What follows belongs to an exercise in optimizing a design on an open flow for a short achievable clock period and few clock cycles; a production flow would make more cautious choices. The RTL was checked by simulation tests, not by an equivalence proof against the original design. No activity file was given, so power comes from the tool's default toggle rates.

## P
Design mips_single_cycle, start of the top module:
module mips_single_cycle(
	input logic asyn_n_rst,
	input logic clk,
	input logic [31:0] instruction,
	input logic [31:0] dm_q,
	output logic [31:0] PC,
	output logic [15:0] dm_address,
	output logic [31:0] dm_d,
	output logic dm_we
	);
	localparam int A_ADD = 0, A_SUB = 1, A_AND = 2, A_OR = 3, A_XOR = 4,
	               A_SLL = 5, A_SRL = 6, A_SRA = 7, A_PASS = 8, A_LOAD = 9;
	logic [5:0]  f_op;
	logic [4:0]  f_rs, f_rt, f_rd;
	logic [15:0] f_imm;
	logic [31:0] f_sext, f_pc1, next_pc;
	logic        f_r, f_addi, f_subi, f_andi, f_ori, f_xori, f_lui, f_lli;
	logic        f_lwr, f_swr, f_lwi, f_swi, f_beq, f_bne, f_j, f_jal, f_ret, f_blte;
	logic        f_br, f_pred, f_we, f_bimm;
	logic [4:0]  f_rsi, f_wri;
	logic [31:0] f_immval, f_alt;
	logic [9:0]  f_alu;
	logic [31:0] ras;
	logic        redirect;
	logic [31:0] redirect_pc;
	assign f_op  = instruction[31:26];
	assign f_rs  = instruction[25:21];
	assign f_rt  = instruction[20:16];
	assign f_rd  = instruction[15:11];
	assign f_imm = instruction[15:0];
	assign f_sext = {{16{f_imm[15]}}, f_imm};
	assign f_pc1 = PC + 32'd1;
	assign f_r    = (f_op == 6'd0);
	assign f_addi = (f_op == 6'd1);
	assign f_subi = (f_op == 6'd2);
	assign f_andi = (f_op == 6'd3);
	assign f_ori  = (f_op == 6'd4);
	assign f_xori = (f_op == 6'd5);
	assign f_lui  = (f_op == 6'd6);
	assign f_lli  = (f_op == 6'd7);
	assign f_lwr  = (f_op == 6'd8);
	assign f_swr  = (f_op == 6'd9);
	assign f_lwi  = (f_op == 6'd10);
	assign f_swi  = (f_op == 6'd11);
	assign f_beq  = (f_op == 6'd12);
	assign f_bne  = (f_op == 6'd13);
	assign f_j    = (f_op == 6'd14);
	assign f_jal  = (f_op == 6'd15);
	assign f_ret  = (f_op == 6'd16);
	assign f_blte = (f_op == 6'd17);
	assign f_br   = f_beq | f_bne | f_blte;
	assign f_pred = (f_rs == f_rt) ? !f_bne : !f_beq;
	assign f_we  = f_r | f_addi | f_subi | f_andi | f_ori | f_xori | f_lui | f_lli |
	               f_lwr | f_lwi | f_jal;
	assign f_rsi = f_ret ? 5'd31 : f_rs;
	assign f_wri = f_r ? f_rd : (f_jal ? 5'd31 : f_rt);
	assign f_bimm = !(f_r | f_br);
	always_comb begin
		f_immval = f_sext;
  ...
For scale: about 4,600 cells after synthesis, roughly 1,400 flip-flops, ~150 I/O pins.
clock: 9.0 ns
lec_check: 0
abc_clock_period_in_ps: 3000
cap_margin: 20
core_margin: 2
core_utilization: 40
setup_slack_margin: 5
slew_margin: 20
run.sh (not shown) runs the stock make flow with config.mk's settings and CLKGATE_MAP_FILE= SYNTH_SCRIPT=/design/flow/synth_recipe.tcl, a recipe that flattens the netlist after the stock synthesis.
Testbench counts of P, summed over its fixed seeds: cycles 20,651.
The following lists how Q was set up differently from P:
Settings: removing SETUP_SLACK_MARGIN (formerly 5); setting TNS_END_PERCENT to 100 for the first time; changing ABC_CLOCK_PERIOD_IN_PS from 3000 to 2500.
==> flow/flow/run.sh (new file) <==
#!/bin/bash
set -euo pipefail
bash standard.sh SETUP_SLACK_MARGIN=6 finish > standard_flow.log 2>&1
==> flow/standard.sh (new file) <==
#!/bin/bash
# synth_recipe.tcl (not shown) runs the flow's synth.tcl, then flattens the netlist and writes it again
# the make line also repeats each setting of config.mk as NAME=value (left out here)
make -C /OpenROAD-flow-scripts/flow DESIGN_CONFIG=/design/flow/config.mk WORK_HOME=/design/flow/orfs CLKGATE_MAP_FILE= SYNTH_SCRIPT=/design/flow/synth_recipe.tcl "${@:-finish}"
removed: flow/run.sh
[summary]
- Compared with P, in Q multi-input combinational cell count +22, total combinational power +41%.
- Re internal power: P was lower than Q.
- Q: global-route usage higher than P
- Fraction of area in registers: Q vs P down 4.6 points
- Q vs. P: cell area picked up an extra about 11%, count of cells along the worst hold path saw little to no change.
- Note that the highest clock rate recorded for P amounts to 0.894 times the value seen in Q.
- Q against P; final wirelength is up by a little under 10%.
- Compared to P, Q has number of setup buffers added after CTS 293 higher.
- The proportion of cell area spent on the clock network of Q falls short of that of P by 0.61 points.
The following lists how R was set up differently from Q:
Settings: a deleted TNS_END_PERCENT that had been 100; a deleted ABC_CLOCK_PERIOD_IN_PS that had been 2500.
==> flow/run.sh (new file) <==
#!/bin/bash
# synth_recipe.tcl (not shown) runs the flow's synth.tcl, then flattens the netlist and writes it again
# the make line also repeats each setting of config.mk as NAME=value (left out here)
make -C /OpenROAD-flow-scripts/flow DESIGN_CONFIG=/design/flow/config.mk WORK_HOME=/design/flow/orfs CLKGATE_MAP_FILE= SYNTH_SCRIPT=/design/flow/synth_recipe.tcl finish
removed: flow/flow/run.sh
removed: flow/standard.sh
==> notes.md <==
Final non-filler cell area in R vs Q: down about 12%. Compared R vs Q, and depth of the critical timing path with buffers and inverters included is down in R. Across both runs, number of standard cells in the final layout excluding fillers was lower for R than for Q. Q consumes more power than R. Delta (R minus Q): growth of design area from synthesis to finish now smaller; first-pass GRT wire length now smaller. The final reports for R and Q show number of buffers outside the clock class in the layout lower in the former. Relative to Q, R degrades worst slack at placement.
Input changes introduced in S (baseline for comparison: R):
Settings: TNS_END_PERCENT: unset -> 100; ABC_CLOCK_PERIOD_IN_PS: unset -> 2500.
==> flow/flow/run.sh (new file) <==
#!/bin/bash
set -euo pipefail
bash standard.sh SETUP_SLACK_MARGIN=6.5 finish > standard_flow.log 2>&1
==> flow/standard.sh (new file) <==
#!/bin/bash
# synth_recipe.tcl (not shown) runs the flow's synth.tcl, then flattens the netlist and writes it again
# the make line also repeats each setting of config.mk as NAME=value (left out here)
make -C /OpenROAD-flow-scripts/flow DESIGN_CONFIG=/design/flow/config.mk WORK_HOME=/design/flow/orfs CLKGATE_MAP_FILE= SYNTH_SCRIPT=/design/flow/synth_recipe.tcl "${@:-finish}"
removed: flow/run.sh
--- outcome ---
S went all the way through the flow, and no timing, DRC or antenna check failed.
S vs R on combinational power: S is the higher one.
Taking R as 1.0, S lands at 1.3 on iteration-0 DRC count of the detailed router.
Utilization R -> S: up
Diff R -> S | total via count in the routed design | up by more than 10%
The higher area of combinational cells with multiple inputs came out of S.
Changes observed in S relative to R: detailed-route wire length on metal 1 climbed 12%; final-layout worst hold slack dropped 0.026 ns.

---

run a:
mips_single_cycle, a different RTL version from the one above (not shown whole).
For scale: ~5,200 cells after synthesis, about 1,600 flip-flops.
Settings: LEC_CHECK=0, ABC_CLOCK_PERIOD_IN_PS=2500, CAP_MARGIN=20, CORE_MARGIN=2, CORE_UTILIZATION=60, SLEW_MARGIN=20, TNS_END_PERCENT=100; clock period 9.0 ns.
standard.sh (not shown) runs the stock make flow with config.mk's settings and CLKGATE_MAP_FILE= SYNTH_SCRIPT=/design/flow/synth_recipe.tcl, a recipe that flattens the netlist after the stock synthesis.
==> flow/flow/run.sh <==
#!/bin/bash
set -euo pipefail
bash standard.sh SETUP_SLACK_MARGIN=6.3 finish > standard_flow.log 2>&1
In summary, run a completed successfully, with a layout that passed the timing, design-rule and antenna checks.
Testbench counts of run a, summed over its fixed seeds: cycles 20,461.
> inputs changed (run a -> run b)
Settings: a change of CORE_UTILIZATION from 60 to 72; an added PLACE_DENSITY of 0.75.
==> comparison <==
Run b did not finish; the tool stopped in clock tree synthesis (4_1_cts) with error DPL-0033.
Taking run a as the reference point, the half-perimeter wire length after placement of run b rises by about 12%.
Compared with run a, run b shows placement-stage worst setup slack higher by 0.033 ns.
Diff run a..run b | fraction of the mapped netlist area in compound gates | negligible
Run b: die height is 8.6% lower than what run a reported.
Looking at effective utilization at floorplan, run b sits above run a.

---

## red
Another version of the RTL of mips_single_cycle (not shown whole).
For scale: about 4,700 cells after synthesis, ~150 I/O pins, ~0.070 mm2 of cells after synthesis.
==> flow/design.v (excerpt) <==
module mips_single_cycle(
	input logic asyn_n_rst,
	input logic clk,
	input logic [31:0] instruction,
	input logic [31:0] dm_q,
	output logic [31:0] PC,
	output logic [15:0] dm_address,
	output logic [31:0] dm_d,
	output logic dm_we
	);
Settings: LEC_CHECK=0, ABC_CLOCK_PERIOD_IN_PS=2500, CAP_MARGIN=20, CORE_MARGIN=2, CORE_UTILIZATION=40, SLEW_MARGIN=20, TNS_END_PERCENT=100; clock period 9.0 ns.
Scripts as last shown in full above: flow/flow/run.sh
Testbench counts of red, summed over its fixed seeds: cycles 20,653.
Here is what was changed in the inputs of blue compared with red.
diff --git a/flow/config.mk b/flow/config.mk
--- a/flow/config.mk
+++ b/flow/config.mk
@@ -9,5 +9,5 @@
 export CAP_MARGIN = 20
 export CORE_MARGIN = 2
-export CORE_UTILIZATION = 40
+export CORE_UTILIZATION = 60
 export SLEW_MARGIN = 20
 export TNS_END_PERCENT = 100
## What came out
Compared with red, blue shows number of buffers inserted to repair setup after CTS lower by about 10%.
Comparing red with blue, the clock insertion delay at the later pin of the skew report came out essentially unchanged.
Compared with red, blue shows a higher first-pass detailed-route iteration total.
In the metrics for blue and red, the one carrying the lower final standard cell area without fillers is blue.

---

Another version of the RTL of mips_single_cycle (not shown whole).
Size: roughly 1,400 flip-flops.
Settings: LEC_CHECK=0, ABC_CLOCK_PERIOD_IN_PS=2500, CAP_MARGIN=20, CORE_MARGIN=2, CORE_UTILIZATION=66, SLEW_MARGIN=20, TNS_END_PERCENT=100; clock period 9.0 ns.
Scripts as last shown in full above: flow/flow/run.sh
The first run produced a clean layout.
Testbench counts at the start, summed over its fixed seeds: cycles 20,653.
Change:
Settings changed: CORE_UTILIZATION 66 to 60.
After rerunning: Sequential power falls by about 1%; final cell count is about the same; cell area falls by 0.94%; via count falls by 20%; synthesized area does not change; clock skew falls by 0.071 ns; power falls by 5.0%; count of clock-buffer cells in the layout falls by 16; worst hold slack is worse by 0.0053 ns.

what the ideal ports hide:
No port has a modelled driver above. Below, the same layouts with a new extraction and two added sets of constraints. Step 1, drivers: a clkbuf_16 drives clk and a buf_2 each remaining input, both assumed. Step 2 moves the port delays by t, midway between the first and last clock arrival at a register: inputs arrive t later, outputs are due t later. That takes back most of the time a late clock gives input paths. Three values: ideal ports, drivers, drivers and shift; two values: the first two.
| run | t, ns | setup slack, ns | worst setup path at the end | clock arrival spread, ns | worst data-port slew with drivers (ns) |
|---|---|---|---|---|---|
| P | 0.851 | 4.968 / 4.968 / 4.268 | input to register | 0.042 / 0.043 | 0.15 |
| Q | 0.881 | 5.395 / 5.395 / 4.822 | input to register | 0.061 / 0.061 | 0.16 |
| R | 0.865 | 3.399 / 3.399 / 3.174 | input to register | 0.061 / 0.061 | 0.14 |
| S | 0.884 | 5.390 / 5.390 / 4.839 | input to register | 0.064 / 0.064 | 0.12 |
| run a | 0.885 | 5.316 / 5.301 / 4.416 | input to register | 0.065 / 0.064 | 0.20 |
| red | 0.882 | 5.526 / 5.526 / 5.049 | input to register | 0.028 / 0.028 | 0.27 |
| blue | 0.875 | 5.621 / 5.621 / 5.196 | input to register | 0.062 / 0.062 | 0.08 |
| the first run of note 4 | 0.937 | 5.221 / 5.221 / 4.924 | input to register | 0.152 / 0.152 | 0.12 |
| the second run of note 4 | 0.863 | 5.725 / 5.722 / 5.032 | input to register | 0.048 / 0.049 | 0.06 |
After both steps every run listed still meets setup and hold. For run a, which loses most, drivers alone change the setup slack by -0.015 ns; drivers and shift together by -0.900 ns.
